Source: an optimization exercise on an open RTL-to-GDS flow (aim: small area). Production flows keep margins and buffers that such runs may drop.
At most, simulation tests tie the RTL to the original design; equivalence was not proved.
The flow treats the clock pin as an ideal source. Dropping or thinning the clock tree relies on that and would not hold on a real chip.
Power figures rest on the tool's default switching activity, not on a simulated workload.

==> module UAPBCORE, before the edit <==
module UAPBCORE(
input PCLK,
input PRESETN,
input PSEL,
input PENABLE,
input [1:0] PADDR,
input PWRITE,
input [7:0] PWDATA,
output [7:0] PRDATA,
output PREADY,
input RX,
output TX,
output TXRDY,
output RXRDY,
output [7:0] DATAOUT,
output s_tick
);
wire wr = PSEL & PENABLE & PWRITE;
wire rd = PSEL & PENABLE & ~PWRITE;
reg [7:0] baud, q;
assign s_tick = (q == baud);
always @(posedge PCLK, negedge PRESETN)
  if (!PRESETN) begin
    baud <= 8'd3;
    q <= 8'd0;
  end else begin
    if (wr && PADDR == 2'd0)
      baud <= PWDATA;
    q <= s_tick ? 8'd0 : q + 8'd1;
  end
reg [7:0] thr;           
reg       tfull;
reg [7:0] tsr;           
reg [3:0] ts;
reg [2:0] tpr;         
reg       tp2;
wire [3:0] tp = {tpr[2], tp2, tpr[1:0]};
reg       txr;
wire t_idle = tp[3] & tp[0] & ~tp[1];
wire t_load = t_idle & tfull;
wire t_en   = s_tick & ~t_idle;
always @(posedge PCLK)
  if (!tfull)
    thr <= PWDATA;
always @(posedge PCLK)
  if (t_load)
    tsr <= thr;
always @(posedge PCLK)
  if (t_load)
    tp2 <= 1'b1;
  else if (t_en && ts == 4'd15)
    tp2 <= tp[2] ^ (tp[1] & tp[0]);
always @(posedge PCLK)
  if (t_load)
    ts <= 4'd0;
  else if (s_tick)
    ts <= ts + 4'd1;
always @(posedge PCLK, negedge PRESETN)
  if (!PRESETN) begin
    tfull <= 1'b0;
    tpr <= 3'b101;
    txr <= 1'b1;
  end else begin
    if (t_load)
      tfull <= 1'b0;
    else if (wr && PADDR == 2'd2)
      tfull <= 1'b1;
    if (t_load)
      tpr <= 3'b111;
    else if (t_en && ts == 4'd15)
      tpr <= {tp[3] ^ (&tp[2:0]), tp[1] ^ tp[0], ~tp[0]};
    txr <= ~tp[3] ? tsr[tp[2:0]] : ~tp[1];
  end
assign TX = txr;
assign TXRDY = ~tfull;
reg       rxs;
reg [3:0] rs;
reg [2:0] rpr;         
reg       rp2;
wire [3:0] rp = {rpr[2], rp2, rpr[1:0]};
reg [7:0] rsr;
reg [7:0] rbuf;
reg       rfull;
wire r_idle  = rp[3] & rp[0] & ~rp[1];
wire r_start = r_idle & ~rxs;
wire r_en    = s_tick & ~r_idle;
wire r_last  = r_en && rs == 4'd15;
wire r_done  = r_last & rp[3] & ~rp[0];
always @(posedge PCLK)
  if (r_start)
    rs <= 4'd8;
  else if (s_tick)
    rs <= rs + 4'd1;
always @(posedge PCLK)
  if (r_start)
    rp2 <= 1'b1;
  else if (r_last)
    rp2 <= rp[2] ^ (rp[1] & rp[0]);
always @(posedge PCLK)
  if (r_last & ~rp[3])
    rsr <= {rxs, rsr[7:1]};
always @(posedge PCLK, negedge PRESETN)
  if (!PRESETN) begin
    rxs <= 1'b1;
    rpr <= 3'b101;
    rbuf <= 8'd0;
    rfull <= 1'b0;
  end else begin
    rxs <= RX;
    if (r_start)
      rpr <= 3'b111;
    else if (r_last)
      rpr <= {rp[3] ^ (&rp[2:0]), rp[1] ^ rp[0], ~rp[0]};
    if (r_done) begin
      rbuf <= rsr;
      rfull <= 1'b1;
    end else if (rd && PADDR == 2'd3)
      rfull <= 1'b0;
  end
assign RXRDY = rfull;
assign DATAOUT = rbuf;
assign PREADY = 1'b1;
assign PRDATA = PADDR[1] ? (PADDR[0] ? rbuf : 8'd0)
                         : (PADDR[0] ? {6'd0, RXRDY, TXRDY} : baud);
endmodule
==> flow/config.mk <==
export PLATFORM = sky130hd
export DESIGN_NAME = UAPBCORE
export DESIGN_NICKNAME = UAPBCORE
export VERILOG_FILES = /design/flow/design.v
export SDC_FILE = /design/flow/constraint.sdc
export NUM_CORES = 4
export LEC_CHECK = 0
export CAP_MARGIN = 0
export CORE_MARGIN = 2
export CORE_UTILIZATION = 70
export GPL_TIMING_DRIVEN = 0
export SLEW_MARGIN = 0
==> flow/constraint.sdc <==
create_clock -name core_clock -period 10.0 [get_ports {PCLK}]
set_input_delay 2.0000 -clock core_clock [delete_from_list [all_inputs] [get_ports {PCLK}]]
set_output_delay 2.0000 -clock core_clock [all_outputs]
set_load 0.01 [all_outputs]
standard.sh (not shown) runs the stock make flow with config.mk's settings and CLKGATE_MAP_FILE= SYNTH_SCRIPT=/design/flow/synth_recipe.tcl, a recipe that flattens the netlist after the stock synthesis.
==> flow/flow/run.sh <==
#!/bin/bash
# The standard ORFS layout with:
#  - the standard synthesis, then its combinational logic re-mapped for area
#    (flow/resynth.sh; flip-flops untouched);
#  - every cell first at its smallest drive (flow/downsize.tcl, after synthesis);
#  - buf_1 port buffers;
#  - a small clock tree of our own (flow/myclk.tcl, run after CTS): a grid of
#    CLK_NX x CLK_NY clock buffers, each driving the flip-flops nearest to it.
set -euo pipefail
here=$(pwd)
export BUFFER_PORTS_ARGS="-buffer_cell sky130_fd_sc_hd__buf_1"
export CTS_ARGS="-sink_clustering_enable -repair_clock_nets -dont_use_dummy_load"
export POST_CTS_TCL=$here/flow/myclk.tcl
export POST_SYNTH_TCL=$here/flow/downsize.tcl
export CLK_NX=${CLK_NX:-2} CLK_NY=${CLK_NY:-2}
export CLK_BUF=${CLK_BUF:-sky130_fd_sc_hd__clkbuf_8}
export CLK_ROOT=${CLK_ROOT:-sky130_fd_sc_hd__clkbuf_4}
results=$here/orfs/results/$FLOW_PLATFORM/UAPBCORE/base
bash standard.sh synth > flow_synth.log 2>&1
bash flow/resynth.sh $results/1_2_yosys.v > resynth.log 2>&1
bash standard.sh > flow_standard.log 2>&1
Other scripts of this flow, unchanged in this note and not shown: flow/flow/downsize.tcl, flow/flow/myclk.tcl, flow/flow/resynth.sh
Edit:
--- a/flow/design.v
+++ b/flow/design.v
@@ -35,11 +35,11 @@
 reg [3:0] ts;
 reg [2:0] tpr;         
 reg       tp2;
 wire [3:0] tp = {tpr[2], tp2, tpr[1:0]};
 reg       txr;
-wire t_idle = tp[3] & tp[0] & ~tp[1];
+wire t_idle = ~tp[3] & tp[0] & ~tp[1];
 wire t_load = t_idle & tfull;
 wire t_en   = s_tick & ~t_idle;
 always @(posedge PCLK)
   if (!tfull)
     thr <= PWDATA;
@@ -57,22 +57,22 @@
   else if (s_tick)
     ts <= ts + 4'd1;
 always @(posedge PCLK, negedge PRESETN)
   if (!PRESETN) begin
     tfull <= 1'b0;
-    tpr <= 3'b101;
+    tpr <= 3'b001;
     txr <= 1'b1;
   end else begin
     if (t_load)
       tfull <= 1'b0;
     else if (wr && PADDR == 2'd2)
       tfull <= 1'b1;
     if (t_load)
-      tpr <= 3'b111;
+      tpr <= 3'b011;
     else if (t_en && ts == 4'd15)
       tpr <= {tp[3] ^ (&tp[2:0]), tp[1] ^ tp[0], ~tp[0]};
-    txr <= ~tp[3] ? tsr[tp[2:0]] : ~tp[1];
+    txr <= tp[3] ? tsr[tp[2:0]] : ~tp[1];
   end
 assign TX = txr;
 assign TXRDY = ~tfull;
 reg       rxs;
 reg [3:0] rs;
@@ -80,15 +80,15 @@
 reg       rp2;
 wire [3:0] rp = {rpr[2], rp2, rpr[1:0]};
 reg [7:0] rsr;
 reg [7:0] rbuf;
 reg       rfull;
-wire r_idle  = rp[3] & rp[0] & ~rp[1];
+wire r_idle  = ~rp[3] & rp[0] & ~rp[1];
 wire r_start = r_idle & ~rxs;
 wire r_en    = s_tick & ~r_idle;
 wire r_last  = r_en && rs == 4'd15;
-wire r_done  = r_last & rp[3] & ~rp[0];
+wire r_done  = r_last & ~rp[3] & ~rp[0];
 always @(posedge PCLK)
   if (r_start)
     rs <= 4'd8;
   else if (s_tick)
     rs <= rs + 4'd1;
@@ -96,22 +96,22 @@
   if (r_start)
     rp2 <= 1'b1;
   else if (r_last)
     rp2 <= rp[2] ^ (rp[1] & rp[0]);
 always @(posedge PCLK)
-  if (r_last & ~rp[3])
+  if (r_last & rp[3])
     rsr <= {rxs, rsr[7:1]};
 always @(posedge PCLK, negedge PRESETN)
   if (!PRESETN) begin
     rxs <= 1'b1;
-    rpr <= 3'b101;
+    rpr <= 3'b001;
     rbuf <= 8'd0;
     rfull <= 1'b0;
   end else begin
     rxs <= RX;
     if (r_start)
-      rpr <= 3'b111;
+      rpr <= 3'b011;
     else if (r_last)
       rpr <= {rp[3] ^ (&rp[2:0]), rp[1] ^ rp[0], ~rp[0]};
     if (r_done) begin
       rbuf <= rsr;
       rfull <= 1'b1;
After rerunning:
- power falls by 1.0%
- sequential cell count does not change
- clock power shrinks by about 1%
- die area decreases by 0.66%
- worst setup slack gains 0.079 ns
- global-route usage grows by 0.26 points
- final area fell by 0.65%
- first-iteration DRC count decreases by 24%
- combinational power came out higher by about 2%
- sequential power is lower by about 1%
- hold slack is about the same
- via count climbs by 0.77%
- routed wire length came out higher by 2.3%
No functional check of the RTL was part of the first run of this note. In every run of this note, the design's own scripts or RTL, not TritonCTS, make the clock network.

[static timing again, ports no longer ideal]
No port has a modelled driver above. Below, the same layouts with a new extraction and two added sets of constraints.
Step 1 (the two cells are an assumption about what drives the block):
set clk [get_ports {PCLK}]
set_driving_cell -lib_cell sky130_fd_sc_hd__clkbuf_16 $clk
set_driving_cell -lib_cell sky130_fd_sc_hd__buf_2 [delete_from_list [all_inputs] $clk]
Step 2 times the ports against the registers' clock, not the clock port: input delays grow and output delays shrink by t, the midpoint of the rising clock arrivals with the driver on.
Three values: no drivers, after step 1, after step 2; two values: the first two.
run | t (ns) | slack for setup (ns) | hold WS [ns] | worst setup path at the end | pins driven straight from the clock port
the first run | 0.208 | 4.870 / 4.849 / 4.849 | 0.425 / 0.425 / 0.425 | input to output | 4
the second run | 0.206 | 4.949 / 4.927 / 4.927 | 0.428 / 0.428 / 0.428 | input to output | 4
After both steps every run listed still meets setup and hold. The setup slack of the second run, which loses most, moves by -0.022 ns with the drivers and by -0.022 ns with both steps.
